Source: an optimization exercise on an open RTL-to-GDS flow (aim: small area). Production flows keep margins and buffers that such runs may drop. Function was checked by simulation only, so behaviour that the tests miss may differ from the original. Power figures rest on the tool's default switching activity, not on a simulated workload.

==> flow/design.v <==
module proc(Clock,Reset,Run,data,Done,reg_A,reg_B,contentA,contentB,memoryB,Gtmp,curr_stage,stage,out);
	input Reset, Clock, Run;
	input [15:0] data;
	output Done;
	output reg [2:0]  reg_A;
	output reg [2:0]  reg_B;
	output [15:0] contentA;
	output [15:0] contentB;
	output [15:0] memoryB;
	output reg [15:0] Gtmp;
	output reg [1:0]  curr_stage;
	output [3:0] stage;
	output reg [15:0] out;
	reg [15:0] R [0:7];	 
	reg [15:0] M [0:7];	 
	reg [3:0]  op;
	reg [5:0]  imm;
	integer i, k;
	wire s0 = curr_stage == 2'd0;
	wire s1 = curr_stage == 2'd1;
	wire s2 = curr_stage == 2'd2;
	wire s3 = curr_stage == 2'd3;
	assign stage = {s1, s2, s3, s0};
	wire op_mvnz = op == 4'd8;
	wire one_stage = (op[3:1] == 3'd0) | (op[3:2] == 2'b01) | op_mvnz;	 
	wire two_stage = (op == 4'd9) | (op == 4'd10);
	wire addsub = op[3:1] == 3'b001;
	reg pend;
	assign Done = pend | (op_mvnz & s2);
	wire [7:0] selA = pend ? 8'd0 : 8'd1 << reg_A;
	wire [7:0] selB = 8'd1 << reg_B;
	wire [15:0] ra, rb;
	proc_read9 readA(.d0(R[0]), .d1(R[1]), .d2(R[2]), .d3(R[3]), .d4(R[4]), .d5(R[5]), .d6(R[6]), .d7(R[7]),
		.d8(out), .sel({pend, selA}), .q(ra));
	proc_read8 readB(.d0(R[0]), .d1(R[1]), .d2(R[2]), .d3(R[3]), .d4(R[4]), .d5(R[5]), .d6(R[6]), .d7(R[7]),
		.sel(selB), .q(rb));
	assign contentA = ra;
	assign contentB = rb;
	wire [7:0] selM = 8'd1 << rb[2:0];
	wire [15:0] rm;
	proc_read8 readM(.d0(M[0]), .d1(M[1]), .d2(M[2]), .d3(M[3]), .d4(M[4]), .d5(M[5]), .d6(M[6]), .d7(M[7]),
		.sel(selM), .q(rm));
	assign memoryB = rm;
	wire [15:0] a = ra;
	wire [15:0] b = rb;
	reg [16:0] sum;
	reg [15:0] bx, p0, g, pp;
	integer j;
	always @* begin
		bx = b ^ {16{op[0]}};
		p0 = a ^ bx;
		g = a & bx;
		pp = p0;
		g[0] = g[0] | (pp[0] & op[0]);
		for (k = 1; k <= 4; k = k + 1)
			for (j = (1 << k) - 1; j < 16; j = j + (1 << k)) begin
				g[j] = g[j] | (pp[j] & g[j - (1 << (k - 1))]);
				pp[j] = pp[j] & pp[j - (1 << (k - 1))];
			end
		for (k = 4; k > 0; k = k - 1)
			for (j = (1 << k) + (1 << (k - 1)) - 1; j < 16; j = j + (1 << k)) begin
				g[j] = g[j] | (pp[j] & g[j - (1 << (k - 1))]);
				pp[j] = pp[j] & pp[j - (1 << (k - 1))];
			end
		sum[0] = p0[0] ^ op[0];
		for (j = 1; j < 16; j = j + 1)
			sum[j] = p0[j] ^ g[j - 1];
		sum[16] = g[15];
	end
	wire lt = ~sum[16];
	wire sh = s1 & (op[3:1] == 3'b011);
	wire shl_op = sh & ~op[0];
	wire shr_op = sh & op[0];
	wire [15:0] x4;
	proc_shifter shifter(.a(a), .lsel({4{shl_op}} & b[3:0]), .rsel({4{shr_op}} & b[3:0]),
		.nsel(~({4{sh}} & b[3:0])), .y(x4));
	wire big = sh & (|b[15:4]);
	wire np = ~pend & ~Reset;
	wire s_b   = np & (op[2:0] == 3'd0);		 
	wire s_mvi = np & (op == 4'd1);
	wire s_and = np & (op == 4'd4);
	wire s_slt = np & (op == 4'd5);
	wire s_sum = np & addsub;
	wire s_mem = np & (op == 4'd9);
	wire s_y   = ~Reset & (pend | (op[3:1] == 3'b011) | (op == 4'd10));
	wire [15:0] res;
	proc_result result(.a(a), .b(b), .mvi({7'd0, reg_B, imm}), .lt(lt), .sum(sum[15:0]),
		.mem(memoryB), .y(x4), .s_b(s_b), .s_mvi(s_mvi), .s_and(s_and), .s_slt(s_slt),
		.s_sum(s_sum), .s_mem(s_mem), .s_y(s_y & ~big), .res(res));
	wire [2:0] res1 = res[2:0] | {3{Reset}};
	wire fetch = Reset | Done | s0;
	wire upd_out = (s1 & (one_stage & ~op_mvnz)) | (s2 & two_stage) | (s3 & addsub);
	wire wr_r = pend | (s1 & op_mvnz & (Gtmp != 16'd0));
	wire wr_mem = s2 & (op == 4'd10);
	wire wr_g = s2 & addsub;
	always @(posedge Clock) begin
		if (Run) begin
			for (i = 0; i < 8; i = i + 1) begin
				if (Reset | (wr_r & (reg_A == i))) begin
					R[i][15:3] <= res[15:3];
					for (k = 0; k < 3; k = k + 1)
						R[i][k] <= ((i >> k) & 1) ? res1[k] : res[k];
				end
				if (Reset | (wr_mem & (b[2:0] == i))) begin
					M[i][15:3] <= res[15:3];
					for (k = 0; k < 3; k = k + 1)
						M[i][k] <= ((i >> k) & 1) ? res1[k] : res[k];
				end
			end
			if (Reset | wr_g)
				Gtmp <= res;
			if (Reset | upd_out)
				out <= res;
			pend <= ~fetch & upd_out;
			if (fetch) begin
				op <= data[15:12];
				reg_A <= data[11:9];
				reg_B <= data[8:6];
				imm <= data[5:0];
				curr_stage <= 2'd1;
			end else begin
				curr_stage <= curr_stage + 2'd1;
			end
		end
	end
endmodule
module proc_shifter(a, lsel, rsel, nsel, y);
	input [15:0] a;
	input [3:0] lsel, rsel, nsel;
	output [15:0] y;
	reg [15:0] x [0:4];
	integer i, k;
	always @* begin
		x[0] = a;
		for (k = 0; k < 4; k = k + 1)
			for (i = 0; i < 16; i = i + 1)
				x[k+1][i] = (nsel[k] & x[k][i])
					| ((i >= (1 << k)) ? (lsel[k] & x[k][(i - (1 << k)) & 15]) : 1'b0)
					| ((i + (1 << k) < 16) ? (rsel[k] & x[k][(i + (1 << k)) & 15]) : 1'b0);
	end
	assign y = x[4];
endmodule
module proc_result(a, b, mvi, lt, sum, mem, y, s_b, s_mvi, s_and, s_slt, s_sum, s_mem, s_y, res);
	input [15:0] a, b, mvi, sum, mem, y;
	input lt, s_b, s_mvi, s_and, s_slt, s_sum, s_mem, s_y;
	output [15:0] res;
	assign res = (b & {16{s_b}})
		| (mvi & {16{s_mvi}})
		| (a & b & {16{s_and}})
		| ({15'd0, lt} & {16{s_slt}})
		| (sum & {16{s_sum}})
		| (mem & {16{s_mem}})
		| (y & {16{s_y}});
endmodule
module proc_read8(d0, d1, d2, d3, d4, d5, d6, d7, sel, q);
	input [15:0] d0, d1, d2, d3, d4, d5, d6, d7;
	input [7:0] sel;
	output [15:0] q;
	assign q = (d0 & {16{sel[0]}}) | (d1 & {16{sel[1]}}) | (d2 & {16{sel[2]}}) | (d3 & {16{sel[3]}})
		| (d4 & {16{sel[4]}}) | (d5 & {16{sel[5]}}) | (d6 & {16{sel[6]}}) | (d7 & {16{sel[7]}});
endmodule
module proc_read9(d0, d1, d2, d3, d4, d5, d6, d7, d8, sel, q);
	input [15:0] d0, d1, d2, d3, d4, d5, d6, d7, d8;
	input [8:0] sel;
	output [15:0] q;
	assign q = (d0 & {16{sel[0]}}) | (d1 & {16{sel[1]}}) | (d2 & {16{sel[2]}}) | (d3 & {16{sel[3]}})
		| (d4 & {16{sel[4]}}) | (d5 & {16{sel[5]}}) | (d6 & {16{sel[6]}}) | (d7 & {16{sel[7]}})
		| (d8 & {16{sel[8]}});
endmodule
==> flow/flow/run.sh <==
#!/bin/bash
# Standard ORFS layout with these changes:
#  - four regular combinational modules (shifter, result bus, read ports) are
#    swapped for hand-mapped gate netlists of the same function (flow/gates.v);
#  - an area-oriented ABC script for the rest of the technology mapping;
#  - stronger drivers on high-fanout nets before placement;
#  - minimum-size buffers on the ports;
#  - a clock tree of small clock buffers without dummy loads.
set -euo pipefail
W=$(pwd)
python3 - "$W/design.v" "$W/flow/gates.v" "$W/design_mapped.v" > "$W/swap.log" 2>&1 <<'PY'
import re, sys
src, gates, dst = sys.argv[1:]
s = open(src).read()
g = open(gates).read()
names = re.findall(r'^module\s+(\w+)', g, re.M)
for n in names:
    s, k = re.subn(r'^module\s+%s\b.*?^endmodule\b' % n, '', s, flags=re.M | re.S)
    print('replaced', n, k)
    assert k == 1
open(dst, 'w').write(s + '\n' + g)
PY
cat > "$W/flow_synth.tcl" <<EOT
proc abc {args} {
  set i [lsearch -exact \$args -script]
  if {\$i >= 0} { lset args [expr {\$i + 1}] $W/flow/area.abc }
  yosys abc {*}\$args
}
source $W/synth_recipe.tcl
EOT
CTS="-sink_clustering_enable -repair_clock_nets -dont_use_dummy_load -buf_list sky130_fd_sc_hd__clkbuf_4 -sink_clustering_size 9 -sink_clustering_max_diameter 50"
export UPSIZE_FO=12 UPSIZE_FO4=40
bash "$W/standard.sh" SYNTH_SCRIPT="$W/flow_synth.tcl" VERILOG_FILES="$W/design_mapped.v" \
  "BUFFER_PORTS_ARGS=-buffer_cell sky130_fd_sc_hd__buf_1" \
  "CTS_ARGS=$CTS" PRE_GLOBAL_PLACE_TCL="$W/flow/upsize.tcl" finish > "$W/flow.log" 2>&1
==> flow/flow/area.abc <==
strash
ifraig
scorr
dc2
strash
&get -n
&st
&dch -f
&nf -a -R 1000
&put
mfs3 -a
==> flow/flow/upsize.tcl <==
# Give the drivers of high-fanout nets a stronger size before placement, so
# that repair_design needs fewer buffers.
set db [ord::get_db]
set block [ord::get_db_block]
set n_up 0
foreach net [$block getNets] {
  if {[$net getSigType] ne "SIGNAL"} continue
  set fo 0
  set drv ""
  foreach it [$net getITerms] {
    if {[$it isOutputSignal]} { set drv $it } elseif {[$it isInputSignal]} { incr fo }
  }
  if {$drv eq "" || $fo < $::env(UPSIZE_FO)} continue
  set inst [$drv getInst]
  set m [[$inst getMaster] getName]
  if {[regexp {df|buf|inv|ha_|fa_} $m]} continue
  if {![regexp {^(.*)_([01])$} $m -> base sz]} continue
  set target "${base}_2"
  if {$fo >= $::env(UPSIZE_FO4)} { set target "${base}_4" }
  set nm [$db findMaster $target]
  if {$nm eq "NULL"} { set nm [$db findMaster "${base}_2"] }
  if {$nm eq "NULL"} continue
  $inst swapMaster $nm
  incr n_up
}
puts "upsize.tcl: upsized $n_up drivers"
==> flow/standard.sh <==
#!/bin/bash
# synth_recipe.tcl (not shown) runs the flow's synth.tcl, then flattens the netlist and writes it again
# the make line also repeats each setting of config.mk as NAME=value (left out here)
make -C /OpenROAD-flow-scripts/flow DESIGN_CONFIG=/design/flow/config.mk WORK_HOME=/design/flow/orfs CLKGATE_MAP_FILE= SYNTH_SCRIPT=/design/flow/synth_recipe.tcl "${@:-finish}"
==> flow/config.mk <==
export PLATFORM = sky130hd
export DESIGN_NAME = proc
export DESIGN_NICKNAME = proc
export VERILOG_FILES = /design/flow/design.v
export SDC_FILE = /design/flow/constraint.sdc
export NUM_CORES = 8
export LEC_CHECK = 0
export CAP_MARGIN = 20
export CORE_MARGIN = 2
export CORE_UTILIZATION = 66
export SLEW_MARGIN = 20
==> flow/constraint.sdc <==
create_clock -name core_clock -period 8.0 [get_ports {Clock}]
set_input_delay 1.6000 -clock core_clock [delete_from_list [all_inputs] [get_ports {Clock}]]
set_output_delay 1.6000 -clock core_clock [all_outputs]
set_load 0.01 [all_outputs]
Not shown: flow/flow/gates.v
==> results.yml, run 1 <==
timing:
  slew_headroom_pct: 24.2
  grt_setup_unrepaired: "no"
  setup_tns_ps: 0
synthesis:
  synthFlopType: "edfxtp_1"
  syn_area_um2: 13300
  async_flop_share_pct: 0
  syn_inst: 845
  synth_top_family_by_area: "compound AO/OA/AOI/OAI gates"
  synth_simple_gate_area_share_pct: 6.49
global_routing:
  grt_pass1_wl_um: 61500
  grt_pass1_vias: 9790
  grt_max_degree: 31
power_and_ir_drop:
  p_comb_mw: 0.716
  p_leak_nw: 4.94
  p_clk_share_pct: 20.7
  power_switching_share_pct: 30.4
worst_setup_path:
  reg2reg_depth: 23
  path_buf_inv: 1
routing:
  final_antenna_net_count: 0
  wl_met3_um: 6610
die:
  tapCellCount: 270
  row_count: 52
clock_network:
  clkLatencyLatePin_ps: 670
  cts_tree: "yes"
  post-cts-setup-buffer-count: 0
  hold_buffers: 0
cells_and_area:
  finalInstanceArea_um2: 14700
  reg.largest.list: "M: 128 flops, R: 128 flops"
  final-clk-cell-share_pct: 2.09
  largest_class: "sequential cells"
status:
  run_status: "no timing/DRC/antenna violations"
flow_run:
  maxCapViolations: 0
placement:
  pre_cts_slack_ps: 1750
==> inputs of run 2 (changes only) <==
--- a/flow/design.v
+++ b/flow/design.v
@@ -45,26 +45,4 @@
 	wire [15:0] b = rb;
-	reg [16:0] sum;
-	reg [15:0] bx, p0, g, pp;
-	integer j;
-	always @* begin
-		bx = b ^ {16{op[0]}};
-		p0 = a ^ bx;
-		g = a & bx;
-		pp = p0;
-		g[0] = g[0] | (pp[0] & op[0]);
-		for (k = 1; k <= 4; k = k + 1)
-			for (j = (1 << k) - 1; j < 16; j = j + (1 << k)) begin
-				g[j] = g[j] | (pp[j] & g[j - (1 << (k - 1))]);
-				pp[j] = pp[j] & pp[j - (1 << (k - 1))];
-			end
-		for (k = 4; k > 0; k = k - 1)
-			for (j = (1 << k) + (1 << (k - 1)) - 1; j < 16; j = j + (1 << k)) begin
-				g[j] = g[j] | (pp[j] & g[j - (1 << (k - 1))]);
-				pp[j] = pp[j] & pp[j - (1 << (k - 1))];
-			end
-		sum[0] = p0[0] ^ op[0];
-		for (j = 1; j < 16; j = j + 1)
-			sum[j] = p0[j] ^ g[j - 1];
-		sum[16] = g[15];
-	end
+	wire [16:0] sum;
+	proc_adder adder(.a(a), .b(b), .sub(op[0]), .sum(sum));
 	wire lt = ~sum[16];
@@ -169 +147,7 @@
 endmodule
+module proc_adder(a, b, sub, sum);
+	input [15:0] a, b;
+	input sub;
+	output [16:0] sum;
+	assign sum = {1'b0, a} + {1'b0, b ^ {16{sub}}} + {16'd0, sub};
+endmodule
--- a/flow/flow/run.sh
+++ b/flow/flow/run.sh
@@ -2,4 +2,5 @@
 # Standard ORFS layout with these changes:
-#  - four regular combinational modules (shifter, result bus, read ports) are
-#    swapped for hand-mapped gate netlists of the same function (flow/gates.v);
+#  - five regular combinational modules (shifter, result bus, read ports,
+#    adder) are swapped for hand-mapped gate netlists of the same function
+#    (flow/gates.v);
 #  - an area-oriented ABC script for the rest of the technology mapping;
@@ -31,3 +32,3 @@
 CTS="-sink_clustering_enable -repair_clock_nets -dont_use_dummy_load -buf_list sky130_fd_sc_hd__clkbuf_4 -sink_clustering_size 9 -sink_clustering_max_diameter 50"
-export UPSIZE_FO=12 UPSIZE_FO4=40
+export UPSIZE_FO=16 UPSIZE_FO4=40
 bash "$W/standard.sh" SYNTH_SCRIPT="$W/flow_synth.tcl" VERILOG_FILES="$W/design_mapped.v" \
--- a/flow/flow/gates.v
+++ b/flow/flow/gates.v
@@ -283 +283,91 @@
 endmodule
+
+module proc_adder(a, b, sub, sum);
+	input [15:0] a, b;
+	input sub;
+	output [16:0] sum;
+	wire [15:0] bx, pp, ng;
+	wire [16:0] c;
+	assign c[0] = sub;
+	sky130_fd_sc_hd__xor2_1 bx_0 (.A(b[0]), .B(sub), .X(bx[0]));
+	sky130_fd_sc_hd__nand2_1 ng_0 (.A(a[0]), .B(bx[0]), .Y(ng[0]));
+	sky130_fd_sc_hd__xor2_1 p_0 (.A(a[0]), .B(bx[0]), .X(pp[0]));
+	sky130_fd_sc_hd__a21boi_1 c_0 (.A1(pp[0]), .A2(c[0]), .B1_N(ng[0]), .Y(c[1]));
+	sky130_fd_sc_hd__xor2_1 s_0 (.A(pp[0]), .B(c[0]), .X(sum[0]));
+	sky130_fd_sc_hd__xor2_1 bx_1 (.A(b[1]), .B(sub), .X(bx[1]));
+	sky130_fd_sc_hd__nand2_1 ng_1 (.A(a[1]), .B(bx[1]), .Y(ng[1]));
+	sky130_fd_sc_hd__xnor2_1 p_1 (.A(a[1]), .B(bx[1]), .Y(pp[1]));
+	sky130_fd_sc_hd__o21ai_1 c_1 (.A1(pp[1]), .A2(c[1]), .B1(ng[1]), .Y(c[2]));
+	sky130_fd_sc_hd__xor2_1 s_1 (.A(pp[1]), .B(c[1]), .X(sum[1]));
+	sky130_fd_sc_hd__xor2_1 bx_2 (.A(b[2]), .B(sub), .X(bx[2]));
+	sky130_fd_sc_hd__nand2_1 ng_2 (.A(a[2]), .B(bx[2]), .Y(ng[2]));
+	sky130_fd_sc_hd__xor2_1 p_2 (.A(a[2]), .B(bx[2]), .X(pp[2]));
+	sky130_fd_sc_hd__a21boi_1 c_2 (.A1(pp[2]), .A2(c[2]), .B1_N(ng[2]), .Y(c[3]));
+	sky130_fd_sc_hd__xor2_1 s_2 (.A(pp[2]), .B(c[2]), .X(sum[2]));
+	sky130_fd_sc_hd__xor2_1 bx_3 (.A(b[3]), .B(sub), .X(bx[3]));
+	sky130_fd_sc_hd__nand2_1 ng_3 (.A(a[3]), .B(bx[3]), .Y(ng[3]));
+	sky130_fd_sc_hd__xnor2_1 p_3 (.A(a[3]), .B(bx[3]), .Y(pp[3]));
+	sky130_fd_sc_hd__o21ai_1 c_3 (.A1(pp[3]), .A2(c[3]), .B1(ng[3]), .Y(c[4]));
+	sky130_fd_sc_hd__xor2_1 s_3 (.A(pp[3]), .B(c[3]), .X(sum[3]));
+	sky130_fd_sc_hd__xor2_1 bx_4 (.A(b[4]), .B(sub), .X(bx[4]));
+	sky130_fd_sc_hd__nand2_1 ng_4 (.A(a[4]), .B(bx[4]), .Y(ng[4]));
+	sky130_fd_sc_hd__xor2_1 p_4 (.A(a[4]), .B(bx[4]), .X(pp[4]));
+	sky130_fd_sc_hd__a21boi_1 c_4 (.A1(pp[4]), .A2(c[4]), .B1_N(ng[4]), .Y(c[5]));
+	sky130_fd_sc_hd__xor2_1 s_4 (.A(pp[4]), .B(c[4]), .X(sum[4]));
+	sky130_fd_sc_hd__xor2_1 bx_5 (.A(b[5]), .B(sub), .X(bx[5]));
+	sky130_fd_sc_hd__nand2_1 ng_5 (.A(a[5]), .B(bx[5]), .Y(ng[5]));
+	sky130_fd_sc_hd__xnor2_1 p_5 (.A(a[5]), .B(bx[5]), .Y(pp[5]));
+	sky130_fd_sc_hd__o21ai_1 c_5 (.A1(pp[5]), .A2(c[5]), .B1(ng[5]), .Y(c[6]));
+	sky130_fd_sc_hd__xor2_1 s_5 (.A(pp[5]), .B(c[5]), .X(sum[5]));
+	sky130_fd_sc_hd__xor2_1 bx_6 (.A(b[6]), .B(sub), .X(bx[6]));
+	sky130_fd_sc_hd__nand2_1 ng_6 (.A(a[6]), .B(bx[6]), .Y(ng[6]));
+	sky130_fd_sc_hd__xor2_1 p_6 (.A(a[6]), .B(bx[6]), .X(pp[6]));
+	sky130_fd_sc_hd__a21boi_1 c_6 (.A1(pp[6]), .A2(c[6]), .B1_N(ng[6]), .Y(c[7]));
+	sky130_fd_sc_hd__xor2_1 s_6 (.A(pp[6]), .B(c[6]), .X(sum[6]));
+	sky130_fd_sc_hd__xor2_1 bx_7 (.A(b[7]), .B(sub), .X(bx[7]));
+	sky130_fd_sc_hd__nand2_1 ng_7 (.A(a[7]), .B(bx[7]), .Y(ng[7]));
+	sky130_fd_sc_hd__xnor2_1 p_7 (.A(a[7]), .B(bx[7]), .Y(pp[7]));
+	sky130_fd_sc_hd__o21ai_1 c_7 (.A1(pp[7]), .A2(c[7]), .B1(ng[7]), .Y(c[8]));
+	sky130_fd_sc_hd__xor2_1 s_7 (.A(pp[7]), .B(c[7]), .X(sum[7]));
+	sky130_fd_sc_hd__xor2_1 bx_8 (.A(b[8]), .B(sub), .X(bx[8]));
+	sky130_fd_sc_hd__nand2_1 ng_8 (.A(a[8]), .B(bx[8]), .Y(ng[8]));
+	sky130_fd_sc_hd__xor2_1 p_8 (.A(a[8]), .B(bx[8]), .X(pp[8]));
+	sky130_fd_sc_hd__a21boi_1 c_8 (.A1(pp[8]), .A2(c[8]), .B1_N(ng[8]), .Y(c[9]));
+	sky130_fd_sc_hd__xor2_1 s_8 (.A(pp[8]), .B(c[8]), .X(sum[8]));
+	sky130_fd_sc_hd__xor2_1 bx_9 (.A(b[9]), .B(sub), .X(bx[9]));
+	sky130_fd_sc_hd__nand2_1 ng_9 (.A(a[9]), .B(bx[9]), .Y(ng[9]));
+	sky130_fd_sc_hd__xnor2_1 p_9 (.A(a[9]), .B(bx[9]), .Y(pp[9]));
+	sky130_fd_sc_hd__o21ai_1 c_9 (.A1(pp[9]), .A2(c[9]), .B1(ng[9]), .Y(c[10]));
+	sky130_fd_sc_hd__xor2_1 s_9 (.A(pp[9]), .B(c[9]), .X(sum[9]));
+	sky130_fd_sc_hd__xor2_1 bx_10 (.A(b[10]), .B(sub), .X(bx[10]));
+	sky130_fd_sc_hd__nand2_1 ng_10 (.A(a[10]), .B(bx[10]), .Y(ng[10]));
+	sky130_fd_sc_hd__xor2_1 p_10 (.A(a[10]), .B(bx[10]), .X(pp[10]));
+	sky130_fd_sc_hd__a21boi_1 c_10 (.A1(pp[10]), .A2(c[10]), .B1_N(ng[10]), .Y(c[11]));
+	sky130_fd_sc_hd__xor2_1 s_10 (.A(pp[10]), .B(c[10]), .X(sum[10]));
+	sky130_fd_sc_hd__xor2_1 bx_11 (.A(b[11]), .B(sub), .X(bx[11]));
+	sky130_fd_sc_hd__nand2_1 ng_11 (.A(a[11]), .B(bx[11]), .Y(ng[11]));
+	sky130_fd_sc_hd__xnor2_1 p_11 (.A(a[11]), .B(bx[11]), .Y(pp[11]));
+	sky130_fd_sc_hd__o21ai_1 c_11 (.A1(pp[11]), .A2(c[11]), .B1(ng[11]), .Y(c[12]));
+	sky130_fd_sc_hd__xor2_1 s_11 (.A(pp[11]), .B(c[11]), .X(sum[11]));
+	sky130_fd_sc_hd__xor2_1 bx_12 (.A(b[12]), .B(sub), .X(bx[12]));
+	sky130_fd_sc_hd__nand2_1 ng_12 (.A(a[12]), .B(bx[12]), .Y(ng[12]));
+	sky130_fd_sc_hd__xor2_1 p_12 (.A(a[12]), .B(bx[12]), .X(pp[12]));
+	sky130_fd_sc_hd__a21boi_1 c_12 (.A1(pp[12]), .A2(c[12]), .B1_N(ng[12]), .Y(c[13]));
+	sky130_fd_sc_hd__xor2_1 s_12 (.A(pp[12]), .B(c[12]), .X(sum[12]));
+	sky130_fd_sc_hd__xor2_1 bx_13 (.A(b[13]), .B(sub), .X(bx[13]));
+	sky130_fd_sc_hd__nand2_1 ng_13 (.A(a[13]), .B(bx[13]), .Y(ng[13]));
+	sky130_fd_sc_hd__xnor2_1 p_13 (.A(a[13]), .B(bx[13]), .Y(pp[13]));
+	sky130_fd_sc_hd__o21ai_1 c_13 (.A1(pp[13]), .A2(c[13]), .B1(ng[13]), .Y(c[14]));
+	sky130_fd_sc_hd__xor2_1 s_13 (.A(pp[13]), .B(c[13]), .X(sum[13]));
+	sky130_fd_sc_hd__xor2_1 bx_14 (.A(b[14]), .B(sub), .X(bx[14]));
+	sky130_fd_sc_hd__nand2_1 ng_14 (.A(a[14]), .B(bx[14]), .Y(ng[14]));
+	sky130_fd_sc_hd__xor2_1 p_14 (.A(a[14]), .B(bx[14]), .X(pp[14]));
+	sky130_fd_sc_hd__a21boi_1 c_14 (.A1(pp[14]), .A2(c[14]), .B1_N(ng[14]), .Y(c[15]));
+	sky130_fd_sc_hd__xor2_1 s_14 (.A(pp[14]), .B(c[14]), .X(sum[14]));
+	sky130_fd_sc_hd__xor2_1 bx_15 (.A(b[15]), .B(sub), .X(bx[15]));
+	sky130_fd_sc_hd__nand2_1 ng_15 (.A(a[15]), .B(bx[15]), .Y(ng[15]));
+	sky130_fd_sc_hd__xnor2_1 p_15 (.A(a[15]), .B(bx[15]), .Y(pp[15]));
+	sky130_fd_sc_hd__o21ai_1 c_15 (.A1(pp[15]), .A2(c[15]), .B1(ng[15]), .Y(c[16]));
+	sky130_fd_sc_hd__xor2_1 s_15 (.A(pp[15]), .B(c[15]), .X(sum[15]));
+	assign sum[16] = c[16];
+endmodule
==> run 2 against run 1 <==
Against the previous run: global-route usage decreased by 1.5 points; register-to-register slack worse by 550 ps; clock skew is 18 ps lower; sequential share of layout area up 0.52 points; total power down 0.39%; worst setup slack got worse by 550 ps; sequential power about the same; die area fell by 0.77%; sequential cell count stayed put; critical endpoint is now R[5][0]; largest cell class unchanged; critical path type unchanged; synthesized area fell by 0.80%; maximum frequency down 7.9%; synthesized cell count grew 0.59%.
==> results.yml, run 2 <==
status:
  run_status: "no timing/DRC/antenna violations"
synthesis:
  async_flop_share_pct: 0
  ys_seq_area_share_pct: 69.7
  synth_edf_count: 307
  yosysWarnings: 5
  syn_area_um2: 13200
  ys_ff_latch: 307
  yosys.area.top_type_share_pct: 69.7
  synth_nets: 873
  syn_area_per_cell_um2: 15.6
  synth_common_cells: "edfxtp_1 (307), a222oi_1 (163), nand2_1 (56)"
  synthFlopType: "edfxtp_1"
  yosysUniqueCellTypes: 33
  syn_inst: 850
  synthTopCellsByArea: "edfxtp_1 (70%), a222oi_1 (12%), a22oi_1 (2.8%), xor2_1 (2.6%), nand3_1 (2.0%)"
  yosysMostFrequentCell: "edfxtp_1"
  synth.largest_area_cell: "edfxtp_1"
routing:
  vias: 10400
  vias_per_cell: 8.09
  drt_iter0_drc: 2516
  final_antenna_net_count: 0
  firstDrtPassIters: 17
  drc: 0
  wire_per_inst_um: 31.6
  wl_um: 40500
timing:
  whs_ps: 672
  fin_ws_ps: 1010
  setup_viol: 0
  tightest_slew_ps: 1190
  finalCritPeriodShare_pct: 87.4
  grt_setup_unrepaired: "no"
  finalWorstPathRequiredPeriod_ps: 6990
  hold_viol: 0
  final.setup_skew_ps: 75.4
  max_freq_mhz: 143
  slew_headroom_pct: 20.9
  setup_tns_ps: 0
  drv_slew: 0
global_routing:
  grt_pass1_vias: 9543
  grt.total_usage_pct: 37.7
  overflow: 0
  grt_pass1_wl_um: 59900
  antenna_found_initial: 1
  grt_max_degree: 31
clock_network:
  hold_buffers: 0
  h-tree-depth: 2
  cts-root-buf: "clkbuf_4"
  cts.sinks: 307
  cts_inserted_buffers: 41
  post-cts-setup-buffer-count: 0
  clkLatencyLatePin_ps: 660
  clkTransAtPathRegs_ps: 100
  cts_resized: 0
  cts_tree: "yes"
  clock_path_buffers: 3
cells_and_area:
  drive_above_1_share_pct: 12.6
  fin_nets: 1041
  final_cell_mix: "edfxtp_1 (307), a222oi_1 (163), buf_1 (111)"
  final_common_cell: "edfxtp_1"
  post-route-util_pct: 74.5
  reg.largest.list: "M: 128 flops, R: 128 flops"
  instances_no_fill: 1282
  area_growth_pct: 10.3
placement:
  dpl.cell_count: 1239
  gp_congestion: 0.973
  io_buffers: 111
  pre_cts_slack_ps: 1330
  dp_hpwl_um: 26400
worst_setup_path:
  crit_path_end_kind: "flop"
  crit_fanout: 16
  crit_path_start_kind: "flop"
  reg2reg_depth: 26
  cp.required_ps: 8330
  path_class: "reg2reg"
  cp.arrival_ps: 7320
die:
  row_count: 51
  die_area_um2: 21200
  core_area_um2: 19600
  ios: 112
  start_util_pct: 67.6
  dieHeight_um: 146
  die_x_um: 146
flow_run:
  maxCapViolations: 0
power_and_ir_drop:
  p_leak_nw: 4.86
  power.density_nw_per_um2: 232
  ir_worst_vdd_mv: 0.178
min_path:
  hold_depth: 1
  hold_path_class: "reg2reg"
-- run 2: path summary, 6_finish.rpt --
kind         slack [ps]           from             to
max reg2reg        1010       reg_B[2]        R[5][0]
min reg2reg         670  curr_stage[0]  curr_stage[0]
min                 670  curr_stage[0]  curr_stage[0]
max                1010       reg_B[2]        R[5][0]
-- run 2: cell families after synthesis --
group	after synthesis	share of synthesized area, %
adders and majority gates	4	0.378
and+or+nand+nor	194	7.08
DFF	307	69.7
xor gates and xnor gates	48	3.18
AOI/OAI and AO/OA	290	19.4
buffers and inverters	7	0.312
-- run 2: worst max-delay path, cell delays in order, from the launching register on --
cell and delay, ps:
edfxtp_1 580, nand2_1 110, nor2_2 810, a22oi_1 210, nand3_1 490, xor2_1 260, xor2_1 240, a21boi_1 130
o21ai_1 210, a21boi_1 180, o21ai_1 240, a21boi_1 130, o21ai_1 210, a21boi_1 130, o21ai_1 220, a21boi_1 130
o21ai_1 300, a21boi_1 160, o21ai_1 220, a21boi_1 130, o21ai_1 210, a21boi_1 120, o21ai_1 170, clkinv_1 100
a222oi_1 220, nand2_1 320, or2_0 440
-- run 2: area by class of cell --
type	count	area, um^2
Timing Repair Buffer	129	556
Fill cell	1249	5000
Multi-Input combinational cell	536	4170
Sequential cell	307	9220
Antenna cell	1	2.50
Clock buffer	41	308
Tap cell	265	332
Inverter	3	11.3
-- run 2: routing by layer --
layer	global-route usage, %	vias to the layer above	wire length (um)
li1	-	4204	-
met1	56.3	4901	14400
met2	57.1	1115	18000
met3	7.87	154	6600
met4	11.8	0	1580
met5	0	-	0
-- run 2: power by group --
group / switching, mW / leakage (nW) / internal, mW
combinational: 0.489 / 1.70 / 0.201
clock: 0.480 / 0.189 / 0.237
sequential: 0.0552 / 2.97 / 1.93
-- run 2: metrics by stage --
step	area, um^2	total power [mW]
CTS	14600	3.36
global placement	14300	2.66
detailed placement	14300	2.68
floorplan	13200	2.41
global route	14600	3.49
finish	14600	3.39

==> static timing again, ports no longer ideal <==
Ports are ideal in the flow. The routed layouts listed here were re-timed in OpenROAD. Step 1 assumes that a clkbuf_16 drives the clock port and a buf_2 every other input. Step 2 also shifts input and output timing later by t, the mid clock arrival at the registers, as if the neighbouring blocks saw the same clock. Three values: no drivers, after step 1, after step 2; two values: the first two.
| run | shift t [ns] | setup WS [ns] | worst setup path after step 2 | worst slew at a driven data input, ns | cell pins on the clock port's net |
|---|---|---|---|---|---|
| run 1 | 0.664 | 1.561 / 1.561 / 1.561 | register to register | 0.04 | 1 |
| run 2 | 0.662 | 1.012 / 1.012 / 1.012 | register to register | 0.04 | 1 |
After both steps every run listed still meets setup and hold.
